This is an optimization exercise on Yosys and OpenROAD, whose aim is small area, a short achievable clock period and few clock cycles, not a production implementation.
Only simulation tests tie the RTL to the original design; equivalence was not proved.

## before
==> module spm_mul_bcd, before the edit <==
module spm_mul_bcd(
    input  wire        clk,
    input  wire        rst,
    input  wire        start,
    input  wire [7:0]  mc,
    input  wire [7:0]  mp,
    output reg  [15:0] product,
    output wire [19:0] bcd,
    output reg         done
);
    reg  [7:0] am, bm;
    reg        ba, bb;
    integer k;
    always @* begin
        ba = 1'b0;
        bb = 1'b0;
        for (k = 0; k < 7; k = k + 1) begin
            am[k] = mc[k] ^ (mc[7] & ba);
            bm[k] = mp[k] ^ (mp[7] & bb);
            ba = ba | mc[k];
            bb = bb | mp[k];
        end
        am[7] = mc[7] & ~ba;
        bm[7] = mp[7] & ~bb;
    end
    wire [13:0] p77;
    mul7u mult(.a(am[6:0]), .b(bm[6:0]), .p(p77));
    wire [14:0] mul = {1'b0, p77} | ({15{am[7]}} & {bm, 7'b0}) | ({15{bm[7]}} & {1'b0, am[6:0], 7'b0});
    wire neg = (mc[7] ^ mp[7]) & (mc[7] | ba) & (mp[7] | bb);
    reg [14:0] mag;
    reg        sgn;
    always @(posedge clk)
        if (start) begin
            mag <= mul;
            sgn <= neg;
        end
    always @(posedge clk or posedge rst)
        if (rst)
            done <= 1'b0;
        else if (start)
            done <= 1'b1;
    reg below;
    always @* begin
        below = 1'b0;
        for (k = 0; k < 15; k = k + 1) begin
            product[k] = mag[k] ^ (sgn & below);
            below = below | mag[k];
        end
        product[15] = sgn;
    end
    BCD binary_bcd(.in(mag), .bcd(bcd));
endmodule
Settings: LEC_CHECK=0, ABC_AREA=1, CAP_MARGIN=20, CORE_MARGIN=2, CORE_UTILIZATION=70, SLEW_MARGIN=20; clock period 18.0 ns.
standard.sh (not shown) runs the stock make flow with config.mk's settings and CLKGATE_MAP_FILE= SYNTH_SCRIPT=/design/flow/synth_recipe.tcl, a recipe that flattens the netlist after the stock synthesis.
==> flow/flow/run.sh <==
#!/bin/bash
# The standard layout with buf_1 port buffers and repair_timing aiming at
# a setup slack margin of 0 ns. standard.log holds the whole ORFS run.
export BUFFER_PORTS_ARGS="-buffer_cell sky130_fd_sc_hd__buf_1"
bash standard.sh > standard.log 2>&1
before finished end to end and its layout was clean on timing, DRC and antenna.
Testbench counts of before, summed over its fixed seeds: cycles 3,200.
Setup changes, before to after
-- flow/design.v --
<<< before, line 164
    output reg         done
);
    reg  [7:0] am, bm;
    reg        ba, bb;
    integer k;
    always @* begin
        ba = 1'b0;
        bb = 1'b0;
        for (k = 0; k < 7; k = k + 1) begin
            am[k] = mc[k] ^ (mc[7] & ba);
            bm[k] = mp[k] ^ (mp[7] & bb);
            ba = ba | mc[k];
            bb = bb | mp[k];
        end
        am[7] = mc[7] & ~ba;
        bm[7] = mp[7] & ~bb;
    end
    wire [13:0] p77;
    mul7u mult(.a(am[6:0]), .b(bm[6:0]), .p(p77));
    wire [14:0] mul = {1'b0, p77} | ({15{am[7]}} & {bm, 7'b0}) | ({15{bm[7]}} & {1'b0, am[6:0], 7'b0});
    wire neg = (mc[7] ^ mp[7]) & (mc[7] | ba) & (mp[7] | bb);
    reg [14:0] mag;
    reg        sgn;
>>> after, line 164
    output reg         done
);
    wire [7:1] oa, ob;
    assign oa[1] = mc[0];
    assign oa[2] = mc[0] | mc[1];
    assign oa[3] = oa[2] | mc[2];
    assign oa[4] = oa[2] | (mc[2] | mc[3]);
    assign oa[5] = oa[4] | mc[4];
    assign oa[6] = oa[4] | (mc[4] | mc[5]);
    assign oa[7] = oa[4] | (mc[4] | mc[5] | mc[6]);
    assign ob[1] = mp[0];
    assign ob[2] = mp[0] | mp[1];
    assign ob[3] = ob[2] | mp[2];
    assign ob[4] = ob[2] | (mp[2] | mp[3]);
    assign ob[5] = ob[4] | mp[4];
    assign ob[6] = ob[4] | (mp[4] | mp[5]);
    assign ob[7] = ob[4] | (mp[4] | mp[5] | mp[6]);
    wire [7:0] am = {mc[7] & ~oa[7], mc[6:1] ^ ({6{mc[7]}} & oa[6:1]), mc[0]};
    wire [7:0] bm = {mp[7] & ~ob[7], mp[6:1] ^ ({6{mp[7]}} & ob[6:1]), mp[0]};
    wire [13:0] p77;
    mul7u mult(.a(am[6:0]), .b(bm[6:0]), .p(p77));
    wire [14:0] mul = {1'b0, p77} | ({15{am[7]}} & {bm, 7'b0}) | ({15{bm[7]}} & {1'b0, am[6:0], 7'b0});
    wire neg = (mc[7] ^ mp[7]) & (mc[7] | oa[7]) & (mp[7] | ob[7]);
    reg [14:0] mag;
    reg        sgn;
<<< before, line 196
            done <= 1'b1;
    reg below;
    always @* begin
        below = 1'b0;
>>> after, line 198
            done <= 1'b1;
    reg below;
    integer k;
    always @* begin
        below = 1'b0;
## What came out
Every stage of the flow completed for after, and the final layout passed the timing, DRC and antenna checks.
Lower synthesized-area fraction occupied by and/or/nand/nor cells was reported by after, not before.
before → after: share of flip-flops with an asynchronous set or reset shows no meaningful change; cell area fell by 69 sq um; final critical delay including setup and external delays -140 ps.
Any difference in area growth from synthesis to layout between before and after is small enough to ignore.
Testbench counts of after, summed over its fixed seeds: cycles 3,200.

## port drivers added, routing unchanged
No port has a modelled driver above. Below, the same layouts with a new extraction and two added sets of constraints. Step 1 sets driving cells, clkbuf_16 on the clock port and buf_2 on the other inputs (assumed; they add their load-dependent delay and slew). Step 2 also shifts input and output timing later by t, the mid clock arrival at the registers, as if the neighbouring blocks saw the same clock. Three values: no drivers, after step 1, after step 2; two values: the first two.
run | t (ns) | setup slack, ns | hold WS [ns] | worst setup path after step 2 | slew at the worst register clock pin (ns)
before | 0.281 | 9.601 / 9.606 / 9.325 | 0.472 / 0.472 / 0.472 | input to register | 0.07 / 0.07
after | 0.288 | 9.740 / 9.748 / 9.459 | 0.474 / 0.474 / 0.474 | input to register | 0.07 / 0.07
After both steps setup and hold are still met in every run listed. For after, which loses most, drivers alone change the setup slack by +0.008 ns; drivers and shift together by -0.281 ns.
